Background: an optimization exercise with open tools, aiming at small area and a short achievable clock period. Do not read the settings as production practice.
The RTL was checked by simulation tests, not by an equivalence proof against the original design.
The flow treats the clock pin as an ideal source. Dropping or thinning the clock tree relies on that and would not hold on a real chip.
Power figures rest on the tool's default switching activity, not on a simulated workload.

run A:
==> flow/design.v <==
module UART_TX_CTRL (
    input  wire       CLK,
    input  wire       rst,
    input  wire       send,
    input  wire [7:0] data,      
    output wire       ready,
    output wire       tail,      
    output wire       UART_TX
);
localparam [1:0] RDY  = 2'b01,
                 LOAD = 2'b10,
                 SEND = 2'b11;
reg        tx_bit;
reg  [1:0] tx_state;
reg  [3:0] index;
reg  [3:0] tx_tmr;
wire       bit_done = (tx_tmr == 4'd15);
always @(posedge CLK) begin
    if (rst)
        tx_state <= RDY;
    else
    case (tx_state)
        RDY:
            if (send)
                tx_state <= LOAD;
        LOAD:
            tx_state <= SEND;
        SEND:
            if (bit_done)
                tx_state <= (index == 4'd10) ? RDY : LOAD;
        default:
            tx_state <= RDY;
    endcase
end
always @(posedge CLK) begin
    if (rst || tx_state == RDY)
        tx_tmr <= 4'd0;
    else
        tx_tmr <= tx_tmr ^ {&tx_tmr[2:0], &tx_tmr[1:0], tx_tmr[0], 1'b1};
end
always @(posedge CLK) begin
    if (rst || tx_state == RDY)
        index <= 4'd0;
    else if (tx_state == LOAD)
        index <= index ^ {&index[2:0], &index[1:0], index[0], 1'b1};
end
reg frame_bit;
always @(*) begin
    case (index)
        4'd0: frame_bit = 1'b0;
        4'd1: frame_bit = data[0];
        4'd2: frame_bit = data[1];
        4'd3: frame_bit = data[2];
        4'd4: frame_bit = data[3];
        4'd5: frame_bit = data[4];
        4'd6: frame_bit = data[5];
        4'd7: frame_bit = data[6];
        4'd8: frame_bit = data[7];
        default: frame_bit = 1'b1;
    endcase
end
always @(posedge CLK) begin
    if (rst || tx_state == RDY)
        tx_bit <= 1'b1;
    else if (tx_state == LOAD)
        tx_bit <= frame_bit;
end
assign UART_TX = tx_bit;
assign ready   = (tx_state == RDY);
assign tail    = index[3] & (index[1] | index[0]);
endmodule
module UART_RX_CTRL (
    input  wire       CLK,
    input  wire       rst,
    input  wire       UART_RX,
    output reg  [7:0] recv_data,
    output wire       vald_data,
    output wire       vald_next    
);
localparam [2:0] WAIT_START  = 3'b001,
                 STORE_START = 3'b010,
                 STORE_DATA  = 3'b011,
                 STORE_STOP  = 3'b100,
                 STORE_LAST  = 3'b101;
reg  [2:0] rx_reg;
reg  [2:0] rx_state;
reg  [3:0] rx_tmr;
reg  [2:0] bit_count;
wire startbit_detected = rx_state[0] & rx_reg[2] & ~rx_reg[1];
wire sample_point      = (rx_tmr == 4'd0);
always @(posedge CLK) begin
    if (rst)
        rx_reg <= 3'd0;
    else
        rx_reg <= {rx_reg[1:0], UART_RX};
end
always @(posedge CLK) begin
    if (rst || startbit_detected)
        rx_tmr <= 4'd0;
    else
        rx_tmr <= rx_tmr ^ {&rx_tmr[2:0], &rx_tmr[1:0], rx_tmr[0], 1'b1};
end
always @(posedge CLK) begin
    if (rst) begin
        rx_state  <= WAIT_START;
        bit_count <= 3'd0;
    end
    else
    case (rx_state)
        WAIT_START:
            if (startbit_detected) begin
                rx_state  <= STORE_START;
                bit_count <= 3'd0;
            end
        STORE_START:
            if (sample_point)
                rx_state <= rx_reg[1] ? WAIT_START : STORE_DATA;
        STORE_DATA:
            if (sample_point) begin
                recv_data <= {rx_reg[1], recv_data[7:1]};
                if (bit_count == 3'd7)
                    rx_state <= STORE_STOP;
                else
                    bit_count <= bit_count ^ {&bit_count[1:0], bit_count[0], 1'b1};
            end
        STORE_STOP:
            if (sample_point)
                rx_state <= rx_reg[1] ? STORE_LAST : WAIT_START;
        default:
            rx_state <= WAIT_START;
    endcase
end
assign vald_data = (rx_state == STORE_LAST);
assign vald_next = !rst && (rx_state == STORE_STOP) && sample_point && rx_reg[1];
endmodule
module FIFO (
    input  wire       CLK,
    input  wire       rst,
    input  wire       w_enable,
    input  wire       r_enable,
    input  wire       allow,
    input  wire [7:0] w_data,
    output reg  [7:0] cur,
    output reg        nempty,    
    output reg        full,      
    output reg        nempty_d,  
    output reg        full_d
);
reg        one;      
reg  [4:0] ph;
reg  [7:0] w_buf;
reg        w_pend;
reg  [7:0] w_addr;   
reg  [7:0] r_addr;   
reg        cur_ok;   
reg        hit;
reg        flush;
wire [7:0] wsel;
wire [7:0] tap [0:7];
wire [7:0] w_next;
wire [7:0] r_next;
wire [7:0] w_next2;
function [7:0] step8;
    input [7:0] x;
    step8 = {x[6:0], x[7] ^ x[5] ^ x[4] ^ x[3] ^ ~|x[6:0]};
endfunction
function [4:0] step5;
    input [4:0] x;
    step5 = {x[3:0], x[4] ^ x[2] ^ ~|x[3:0]};
endfunction
assign w_next  = step8(w_addr);
assign r_next  = step8(r_addr);
assign w_next2 = step8(w_next);
always @(posedge CLK) begin
    if (rst)
        ph <= 5'd0;
    else
        ph <= step5(ph);
end
genvar l, b;
generate
    for (l = 0; l < 8; l = l + 1) begin : lane
        for (b = 0; b < 8; b = b + 1) begin : bits
            reg [31:0] ring;
            always @(posedge CLK)
                ring <= {ring[30:0], wsel[l] ? w_buf[b] : ring[31]};
            assign tap[l][b] = ring[31];
        end
        assign wsel[l] = flush && (w_addr[2:0] == l);
    end
endgenerate
always @(posedge CLK) begin
    if (rst)
        flush <= 1'b0;
    else
        flush <= w_pend && !flush && (ph == w_addr[7:3]);
end
always @(posedge CLK) begin
    if (w_enable)
        w_buf <= w_data;
end
always @(posedge CLK) begin
    if (rst) begin
        w_pend <= 1'b0;
        w_addr <= 8'd0;
    end
    else if (w_enable) begin
        w_pend <= 1'b1;
        w_addr <= w_next;
    end
    else if (flush)
        w_pend <= 1'b0;
end
always @(posedge CLK) begin
    if (rst)
        r_addr <= 8'd1;    
    else if (r_enable)
        r_addr <= r_next;
end
wire want = allow && !cur_ok && nempty;
always @(posedge CLK) begin
    if (rst) begin
        cur_ok <= 1'b0;
        hit    <= 1'b0;
    end
    else begin
        hit <= want && !one && (ph == r_addr[7:3]);
        if (r_enable)
            cur_ok <= 1'b0;
        else if ((want && one) || hit)
            cur_ok <= 1'b1;
    end
end
always @(posedge CLK) begin
    if ((r_enable || want) && one)
        cur <= w_buf;
    else if (hit)
        cur <= tap[r_addr[2:0]];
end
always @(*) begin
    nempty_d = nempty;
    full_d   = full;
    if (rst) begin
        nempty_d = 1'b0;
        full_d   = 1'b0;
    end
    else if (w_enable && !r_enable) begin
        nempty_d = 1'b1;
        full_d   = (w_next2 == r_addr);
    end
    else if (r_enable && !w_enable) begin
        nempty_d = !one;
        full_d   = 1'b0;
    end
end
always @(posedge CLK) begin
    nempty <= nempty_d;
    full   <= full_d;
    if (rst)
        one <= 1'b0;
    else if (w_enable && !r_enable)
        one <= !nempty;
    else if (r_enable && !w_enable)
        one <= (r_next == w_addr);
end
endmodule
module UART (
    input  wire CLK,        
    input  wire rst,        
    input  wire btn_0,      
    output wire UART_TX,    
    input  wire UART_RX     
);
localparam [1:0] WAIT_ACTI = 2'd0,
                 SEND_CHAR = 2'd1,
                 RDY       = 2'd2,
                 WAIT_RDY  = 2'd3;
localparam       BTN       = 1'b0,
                 PARROT    = 1'b1;
reg  [1:0] uart_state;
reg  [3:0] str_idx;
reg        send_mode;
reg        send_char;
reg  [7:0] btn_char;
wire       ready;
wire       tail;
wire [7:0] recv_data;
wire       vald_data;
wire [7:0] cur;
wire       nempty;
wire       full;
wire       vald_next;
wire       nempty_d;
wire       full_d;
reg        w_enable;
reg        r_enable;
wire       acti_d = (uart_state == WAIT_ACTI && !r_enable && !btn_0) ||
                    (uart_state == WAIT_RDY && ready && (send_mode == PARROT || str_idx == 4'd8));
always @(posedge CLK) begin
    w_enable <= vald_next && !full_d;
    r_enable <= !rst && acti_d && nempty_d;
end
always @(*) begin
    case (str_idx[2:0])
        3'd1: btn_char = 8'h02;  
        3'd2: btn_char = 8'h41;  
        3'd3: btn_char = 8'h52;  
        3'd4: btn_char = 8'h54;  
        3'd5: btn_char = 8'h59;  
        3'd6: btn_char = 8'h0D;  
        3'd7: btn_char = 8'h0A;  
        default: btn_char = 8'h03;  
    endcase
end
UART_TX_CTRL uart_tx_ctrl (
    .CLK(CLK),
    .rst(rst),
    .send(send_char),
    .data(send_mode == PARROT ? cur : btn_char),
    .ready(ready),
    .tail(tail),
    .UART_TX(UART_TX)
);
UART_RX_CTRL uart_rx_ctrl (
    .CLK(CLK),
    .rst(rst),
    .UART_RX(UART_RX),
    .recv_data(recv_data),
    .vald_data(vald_data),
    .vald_next(vald_next)
);
FIFO fifo (
    .CLK(CLK),
    .rst(rst),
    .w_enable(w_enable),
    .r_enable(r_enable),
    .allow(uart_state == WAIT_ACTI || send_mode == BTN || tail),
    .w_data(recv_data),
    .cur(cur),
    .nempty(nempty),
    .full(full),
    .nempty_d(nempty_d),
    .full_d(full_d)
);
always @(posedge CLK) begin
    if (rst) begin
        uart_state <= WAIT_ACTI;
        send_mode  <= BTN;
    end
    else
    case (uart_state)
        WAIT_ACTI:
            if (r_enable) begin
                uart_state <= SEND_CHAR;
                send_mode  <= PARROT;
            end
            else if (btn_0) begin
                uart_state <= SEND_CHAR;
                send_mode  <= BTN;
            end
        SEND_CHAR:
            uart_state <= RDY;
        RDY:
            uart_state <= WAIT_RDY;
        WAIT_RDY:
            if (ready) begin
                if (send_mode == PARROT || str_idx == 4'd8)
                    uart_state <= WAIT_ACTI;
                else
                    uart_state <= SEND_CHAR;
            end
    endcase
end
always @(posedge CLK) begin
    if (rst || uart_state == WAIT_ACTI)
        str_idx <= 4'd0;
    else if (uart_state == SEND_CHAR)
        str_idx <= str_idx ^ {&str_idx[2:0], &str_idx[1:0], str_idx[0], 1'b1};
end
always @(posedge CLK) begin
    if (rst)
        send_char <= 1'b0;
    else
        send_char <= (uart_state == SEND_CHAR);
end
endmodule
clock: 10.0 ns
lec_check: 0
abc_area: 1
cap_margin: 20
core_margin: 2
core_utilization: 65
slew_margin: 20
standard.sh (not shown) runs the stock make flow with config.mk's settings and CLKGATE_MAP_FILE= SYNTH_SCRIPT=/design/flow/synth_recipe.tcl, a recipe that flattens the netlist after the stock synthesis.
==> flow/flow/run.sh <==
#!/bin/bash
# The standard layout flow (standard synthesis unchanged), with
#  - a buf_4 on each port instead of the default port buffer,
#  - clock-tree sink clusters of up to 40 flip-flops, no dummy loads,
#  - the clock tree rebuilt as four levels of inv_16 (post_cts.tcl,
#    retree.tcl): the leaf clusters of the CTS tree are kept, each now
#    driven by an inv_16; above them the clock port drives four inv_16,
#    each driving two, each driving two that drive the leaves,
#  - timing repair aiming at a setup slack of SETUP_MARGIN ns.
set -uo pipefail
F=$(pwd)/flow
SETUP_MARGIN=${SETUP_MARGIN:-7.2}
export FANOUTS="4 2 2"
export CELLS="sky130_fd_sc_hd__inv_16 sky130_fd_sc_hd__inv_16 sky130_fd_sc_hd__inv_16"
export LEAFCELL=sky130_fd_sc_hd__inv_16
bash standard.sh \
  BUFFER_PORTS_ARGS="-buffer_cell sky130_fd_sc_hd__buf_4" \
  CTS_ARGS="-sink_clustering_enable -repair_clock_nets -sink_clustering_size 40 -sink_clustering_max_diameter 70 -dont_use_dummy_load" \
  SKIP_CTS_REPAIR_TIMING=1 POST_CTS_TCL=$F/post_cts.tcl \
  SETUP_SLACK_MARGIN=$SETUP_MARGIN \
  finish > standard.log 2>&1
Other scripts of this flow, unchanged in this note and not shown: flow/flow/post_cts.tcl, flow/flow/retree.tcl
The inputs of run B differ from those of run A as listed below.
- clearing ABC_AREA, which used to be 1
Findings:
Going from run A to run B, power attributed to the clock group comparable; hold slack now smaller. Compared with run A, in run B pre-CTS worst setup slack now larger, growth of design area from synthesis to finish -0.24 points, core area picked up an extra 1.4%, routability congestion estimate went down by 12%. For run B, the launching element of the worst setup path was rst, unlike run A, where it was uart_tx_ctrl.tx_bit$_SDFFE_PP1P_. Re part of the total power dissipated in combinational logic: run A was higher than run B. Simple-gate area share of the yosys netlist, run A and run B, lower one = run B. Slowest stage cell on the critical path: sky130_fd_sc_hd__a211o_1 -> run B, sky130_fd_sc_hd__dfxtp_2 -> run A. [compare] base=run A new=run B: final critical delay including setup and external delays went up 0.016 ns; fraction of layout instances using a drive strength above 1 went up 2.5 points; largest net degree at the start of global routing +54%.
Here is what was changed in the inputs of run C compared with run B.
- ABC_AREA now 1, previously not set
--- a/flow/flow/run.sh
+++ b/flow/flow/run.sh
@@ -10,5 +10,5 @@
 set -uo pipefail
 F=$(pwd)/flow
-SETUP_MARGIN=${SETUP_MARGIN:-7.2}
+SETUP_MARGIN=${SETUP_MARGIN:-7.35}
 export FANOUTS="4 2 2"
 export CELLS="sky130_fd_sc_hd__inv_16 sky130_fd_sc_hd__inv_16 sky130_fd_sc_hd__inv_16"
--- outcome ---
- Sequential group share of total power (run C over run B): decrease, 0.5 points
- NOTE: tightest slew margin relative to the limit in run C falls short of that of run B
- Worst hold slack essentially unchanged between run B and run C.
- Run C ended with less maximum vdd drop than run B.
- Compared with run B, run C shows a switching portion of total power that is 0.39 points higher.
- Comparing the two runs side by side, run C comes out ahead of run B on total core area.
- Number of non-filler instances in the completed layout grows by a few percent when moving from run B to run C.
- Detailed-route wire length per cell ended up 8.5% higher on run C than on run B.
- Between run B and run C, the sequential power does not differ in any meaningful way.
- Of the two values seen for combinational family with the most area after synthesis, multiplexers was produced by run B and simple AND/OR/NAND/NOR gates by run C.
- The worst setup slack of run B and that of run C are within noise of each other.
- Of run C and run B, the lower synthesized cell count belongs to run B.
Modified inputs, run D compared to run C
--- a/flow/flow/run.sh
+++ b/flow/flow/run.sh
@@ -10,5 +10,5 @@
 set -uo pipefail
 F=$(pwd)/flow
-SETUP_MARGIN=${SETUP_MARGIN:-7.35}
+SETUP_MARGIN=${SETUP_MARGIN:-7.5}
 export FANOUTS="4 2 2"
 export CELLS="sky130_fd_sc_hd__inv_16 sky130_fd_sc_hd__inv_16 sky130_fd_sc_hd__inv_16"
--- outcome ---
- Area of all placed cells without fillers: run C vs run D, no meaningful difference
- Compared with run C, in run D transition time at the pin with the least slew margin shrank by 0.0044 ns; power density of the placed cells held steady.
- Cmp run C and run D / routed wire length / lower: run D
- Final period utilization: run C and run D compared, higher one is run C
- Changes observed in run D relative to run C: worst-case hold slack went up 0.029 ns, filler-free cell count of the finished design shows no meaningful change, relative area change from synthesis to final layout saw an increase.
In every run of this note, the design's own scripts or RTL, not TritonCTS, make the clock network.

[re-timing with driven ports]
In the flow no input, the clock included, has a driving cell. The finished layouts below were timed again as built, in two steps. Step 1, drivers: a clkbuf_16 drives CLK and a buf_2 each remaining input, both assumed. Step 2 moves the port delays by t, midway between the first and last clock arrival at a register: inputs arrive t later, outputs are due t later. That takes back most of the time a late clock gives input paths. Three values: ideal ports, drivers, drivers and shift; two values: the first two.
run	shift t [ns]	setup WS [ns]	worst setup path after step 2	slew at the worst register clock pin (ns)
run A	0.516	7.240 / 7.027 / 6.978	input to register	0.11 / 0.11
run B	0.518	7.225 / 7.019 / 6.885	input to register	0.11 / 0.11
run C	0.524	7.226 / 7.012 / 7.072	input to register	0.12 / 0.12
run D	0.526	7.248 / 7.031 / 7.108	input to register	0.12 / 0.12
After both steps every run listed still meets setup and hold. The setup slack of run B, which loses most, moves by -0.206 ns with the drivers and by -0.340 ns with both steps.
